Source: an optimization exercise on an open RTL-to-GDS flow (aim: small area). Production flows keep margins and buffers that such runs may drop. Power figures rest on the tool's default switching activity, not on a simulated workload.

==> flow/design.v <==
module uart_tx
  #(parameter CLKS_PER_BIT = 10417)
  (
   input       Clk,
   input       Reset,
   input       Tx_Start,
   input [7:0] Tx_Byte,
   output      Tx_Active,
   output reg  Tx_Serial,
   output      Tx_Done
   );
  localparam [13:0] TERM = 14'h0e53;
  localparam [13:0] MASK = 14'h3d7f;
  localparam [13:0] POL  = 14'h2aaa;
  reg        r_Active;
  reg [9:0]  r_Shift;
  reg [13:0] r_Count;       
  reg        r_Done;
  reg [13:0] r_Done_Count;  
  wire [13:0] w_Count = r_Count ^ POL;
  wire w_Tick      = ((w_Count & MASK) == (TERM & MASK));
  wire w_Last      = (r_Shift[9:1] == 9'd0);
  wire w_Run       = r_Active & ~w_Tick;
  wire w_Done_Tick = ((r_Done_Count & MASK) == (TERM & MASK));
  wire [13:0] w_Count_Next;
  assign w_Count_Next[13:1] = w_Count[12:0] & {13{w_Run}};
  assign w_Count_Next[0]    = (w_Run & w_Count[13] & w_Count[12]) |
                              (w_Run & ~w_Count[13] & ~w_Count[12]);
  always @(posedge Clk)
    begin
      r_Count <= w_Count_Next ^ POL;
      if (!r_Active)
        r_Shift <= {1'b1, Tx_Byte, 1'b0};
      else if (w_Tick)
        r_Shift <= {1'b0, r_Shift[9:1]};
      Tx_Serial <= Reset | ~r_Active | r_Shift[0];
      if (Reset)
        r_Active <= 1'b0;
      else if (!r_Active)
        r_Active <= Tx_Start;
      else if (w_Tick && w_Last)
        r_Active <= 1'b0;
      if (Reset)
        r_Done <= 1'b0;
      else if (r_Done)
        r_Done <= ~w_Done_Tick;
      else
        r_Done <= r_Active & w_Tick & w_Last;
      r_Done_Count <= {r_Done_Count[12:0],
                       (r_Done & r_Done_Count[13] & r_Done_Count[12]) |
                       (r_Done & ~r_Done_Count[13] & ~r_Done_Count[12])};
    end
  assign Tx_Active = r_Active;
  assign Tx_Done   = r_Done;
endmodule
module uart_rx
  #(parameter CLKS_PER_BIT = 10417)
  (
   input        Clk,
   input        Reset,
   input        Rx_Serial,
   output       Data_Valid,
   output [7:0] Rx_Byte
   );
  localparam [13:0] TERM = 14'h0e53;    
  localparam [13:0] MASK = 14'h3d7f;
  localparam [13:0] HALF = 14'h3a31;    
  localparam [13:0] POL  = 14'h2aaa;
  localparam [3:0] IDLE  = 4'b0000;
  localparam [3:0] START = 4'b0001;
  localparam [3:0] STOP  = 4'b0010;
  reg        r_Rx_Data;
  reg [3:0]  r_State;
  reg [13:0] r_Count;       
  reg [7:0]  r_Rx_Byte;
  reg        r_Data_Valid;
  reg [13:0] r_DV_Count;    
  wire [13:0] w_Count = r_Count ^ POL;
  wire w_Idle    = (r_State == IDLE);
  wire w_Tick    = ((w_Count & MASK) == (TERM & MASK));
  wire w_DV_Tick = ((r_DV_Count & MASK) == (TERM & MASK));
  wire [13:0] w_Count_Next;
  assign w_Count_Next[13:1] = w_Idle ? HALF[13:1] :
                              (w_Count[12:0] & {13{~w_Tick}});
  assign w_Count_Next[0] = w_Idle |
                           (~w_Tick & w_Count[13] & w_Count[12]) |
                           (~w_Tick & ~w_Count[13] & ~w_Count[12]);
  always @(posedge Clk)
    begin
      r_Rx_Data <= Reset | Rx_Serial;
      if (Reset)
        r_State <= IDLE;
      else if (w_Idle)
        begin
          if (!r_Rx_Data)
            r_State <= START;
        end
      else if (w_Tick)
        begin
          if (r_State == START)
            r_State <= r_Rx_Data ? IDLE : 4'b1000;
          else if (r_State == STOP)
            r_State <= IDLE;
          else if (r_State == 4'b1111)
            r_State <= STOP;
          else
            case (r_State[2:0])
              3'd0: r_State <= 4'b1001;
              3'd1: r_State <= 4'b1010;
              3'd2: r_State <= 4'b1011;
              3'd3: r_State <= 4'b1100;
              3'd4: r_State <= 4'b1101;
              3'd5: r_State <= 4'b1110;
              default: r_State <= 4'b1111;
            endcase
        end
      r_Count <= w_Count_Next ^ POL;
      if (r_State[3] && w_Tick)
        r_Rx_Byte <= {r_Rx_Data, r_Rx_Byte[7:1]};
      if (Reset)
        r_Data_Valid <= 1'b0;
      else if (r_Data_Valid)
        r_Data_Valid <= ~w_DV_Tick;
      else
        r_Data_Valid <= (r_State == STOP) & w_Tick;
      r_DV_Count <= {r_DV_Count[12:0],
                     (r_Data_Valid & r_DV_Count[13] & r_DV_Count[12]) |
                     (r_Data_Valid & ~r_DV_Count[13] & ~r_DV_Count[12])};
    end
  assign Data_Valid = r_Data_Valid;
  assign Rx_Byte    = r_Rx_Byte;
endmodule
`timescale 1ns / 1ps
module uart_top
  #(parameter CLKS_PER_BIT = 10417)   
  (
   input        Clk,
   input        Reset,
   input        Tx_Start,
   input [7:0]  Tx_Byte,
   input        Rx_Serial,
   output       Tx_Active,
   output       Tx_Done,
   output       Tx_Serial,
   output       Data_Valid,
   output [7:0] Rx_Byte
   );
   uart_tx
     #(.CLKS_PER_BIT(CLKS_PER_BIT))
     u_tx (
       .Clk(Clk),
       .Reset(Reset),
       .Tx_Start(Tx_Start),
       .Tx_Byte(Tx_Byte),
       .Tx_Active(Tx_Active),
       .Tx_Serial(Tx_Serial),
       .Tx_Done(Tx_Done)
     );
   uart_rx
     #(.CLKS_PER_BIT(CLKS_PER_BIT))
     u_rx (
       .Clk(Clk),
       .Reset(Reset),
       .Rx_Serial(Rx_Serial),
       .Data_Valid(Data_Valid),
       .Rx_Byte(Rx_Byte)
     );
endmodule
export LEC_CHECK = 0
export CAP_MARGIN = 20
export CORE_MARGIN = 2
export CORE_UTILIZATION = 40
export SLEW_MARGIN = 20
create_clock -name core_clock -period 10.0 [get_ports {Clk}]
run.sh (not shown) runs the stock make flow with config.mk's settings and CLKGATE_MAP_FILE= SYNTH_SCRIPT=/design/flow/synth_recipe.tcl, a recipe that flattens the netlist after the stock synthesis.
Next try:
==> flow/design.v (replaced) <==
module uart_tx
  #(parameter CLKS_PER_BIT = 10417)
  (
   input       Clk,
   input       Reset,
   input       Tx_Start,
   input [7:0] Tx_Byte,
   output      Tx_Active,
   output reg  Tx_Serial,
   output      Tx_Done
   );
  localparam [13:0] TERM = 14'h0e53;
  localparam [13:0] MASK = 14'h3d7f;
  reg        r_Active;
  reg [9:0]  r_Shift;
  reg [13:0] r_Count;
  reg        r_Done;
  reg [13:0] r_Done_Count;
  wire w_Tick      = ((r_Count & MASK) == (TERM & MASK));
  wire w_Last      = (r_Shift[9:1] == 9'd0);
  wire w_Done_Tick = ((r_Done_Count & MASK) == (TERM & MASK));
  always @(posedge Clk)
    begin
      if (!r_Active || w_Tick)
        r_Count <= 14'd0;
      else
        r_Count <= {r_Count[12:0], ~(r_Count[13] ^ r_Count[12])};
      if (!r_Active)
        r_Shift <= {1'b1, Tx_Byte, 1'b0};
      else if (w_Tick)
        r_Shift <= {1'b0, r_Shift[9:1]};
      Tx_Serial <= Reset | ~r_Active | r_Shift[0];
      if (Reset)
        r_Active <= 1'b0;
      else if (!r_Active)
        r_Active <= Tx_Start;
      else if (w_Tick && w_Last)
        r_Active <= 1'b0;
      if (Reset)
        r_Done <= 1'b0;
      else if (r_Done)
        r_Done <= ~w_Done_Tick;
      else
        r_Done <= r_Active & w_Tick & w_Last;
      r_Done_Count <= {r_Done_Count[12:0],
                       r_Done & ~(r_Done_Count[13] ^ r_Done_Count[12])};
    end
  assign Tx_Active = r_Active;
  assign Tx_Done   = r_Done;
endmodule
module uart_rx
  #(parameter CLKS_PER_BIT = 10417)
  (
   input        Clk,
   input        Reset,
   input        Rx_Serial,
   output       Data_Valid,
   output [7:0] Rx_Byte
   );
  localparam [13:0] TERM = 14'h0e53;    
  localparam [13:0] MASK = 14'h3d7f;
  localparam [13:0] HALF = 14'h3a31;    
  localparam [3:0] IDLE  = 4'b0000;
  localparam [3:0] START = 4'b0001;
  localparam [3:0] STOP  = 4'b0010;
  reg        r_Rx_Data;
  reg [3:0]  r_State;
  reg [13:0] r_Count;
  reg [7:0]  r_Rx_Byte;
  reg        r_Data_Valid;
  reg [13:0] r_DV_Count;
  wire w_Tick    = ((r_Count & MASK) == (TERM & MASK));
  wire w_DV_Tick = ((r_DV_Count & MASK) == (TERM & MASK));
  wire [13:0] w_Next = {r_Count[12:0], ~(r_Count[13] ^ r_Count[12])};
  always @(posedge Clk)
    begin
      r_Rx_Data <= Reset | Rx_Serial;
      if (Reset)
        r_State <= IDLE;
      else if (r_State == IDLE)
        begin
          if (!r_Rx_Data)
            r_State <= START;
        end
      else if (w_Tick)
        begin
          if (r_State == START)
            r_State <= r_Rx_Data ? IDLE : 4'b1000;
          else if (r_State == STOP)
            r_State <= IDLE;
          else if (r_State == 4'b1111)
            r_State <= STOP;
          else
            r_State <= r_State + 4'd1;
        end
      if (r_State == IDLE)
        r_Count <= HALF;
      else if (w_Tick)
        r_Count <= 14'd0;
      else
        r_Count <= w_Next;
      if (r_State[3] && w_Tick)
        r_Rx_Byte <= {r_Rx_Data, r_Rx_Byte[7:1]};
      if (Reset)
        r_Data_Valid <= 1'b0;
      else if (r_Data_Valid)
        r_Data_Valid <= ~w_DV_Tick;
      else
        r_Data_Valid <= (r_State == STOP) & w_Tick;
      r_DV_Count <= {r_DV_Count[12:0],
                     r_Data_Valid & ~(r_DV_Count[13] ^ r_DV_Count[12])};
    end
  assign Data_Valid = r_Data_Valid;
  assign Rx_Byte    = r_Rx_Byte;
endmodule
`timescale 1ns / 1ps
module uart_top
  #(parameter CLKS_PER_BIT = 10417)   
  (
   input        Clk,
   input        Reset,
   input        Tx_Start,
   input [7:0]  Tx_Byte,
   input        Rx_Serial,
   output       Tx_Active,
   output       Tx_Done,
   output       Tx_Serial,
   output       Data_Valid,
   output [7:0] Rx_Byte
   );
   uart_tx
     #(.CLKS_PER_BIT(CLKS_PER_BIT))
     u_tx (
       .Clk(Clk),
       .Reset(Reset),
       .Tx_Start(Tx_Start),
       .Tx_Byte(Tx_Byte),
       .Tx_Active(Tx_Active),
       .Tx_Serial(Tx_Serial),
       .Tx_Done(Tx_Done)
     );
   uart_rx
     #(.CLKS_PER_BIT(CLKS_PER_BIT))
     u_rx (
       .Clk(Clk),
       .Reset(Reset),
       .Rx_Serial(Rx_Serial),
       .Data_Valid(Data_Valid),
       .Rx_Byte(Rx_Byte)
     );
endmodule
Result: The changed run completed without violations; wire length went up by 8.1%; global-route usage grows by 0.31 points; sequential power hardly moves; fmax stays flat; via count increases by 4.2%; worst setup slack is better by 0.0077 ns; design area rises by 2.9%; synthesized cell count grows by 4.9%; combinational power went up by about 9%.
No functional check of the RTL was part of any run of this note.

## separate check: timing with driven ports
The results above use ideal ports. As a check the final layouts listed here were re-extracted and re-timed, cells and wires unchanged.
Step 1 sets driving cells, clkbuf_16 on the clock port and buf_2 on the other inputs (assumed; they add their load-dependent delay and slew).
Step 2 also shifts input and output timing later by t, the mid clock arrival at the registers, as if the neighbouring blocks saw the same clock.
Slacks: no drivers / after step 1 / after step 2; pairs: no drivers / after step 1.
run	t, ns	slack for setup (ns)	worst hold slack (ns)	slew at the worst register clock pin (ns)
the first run	0.369	6.612 / 6.587 / 6.848	0.330 / 0.330 / 0.330	0.09 / 0.09
the second run	0.367	6.620 / 6.594 / 6.796	0.329 / 0.329 / 0.329	0.08 / 0.08
After both steps every run listed still meets setup and hold.
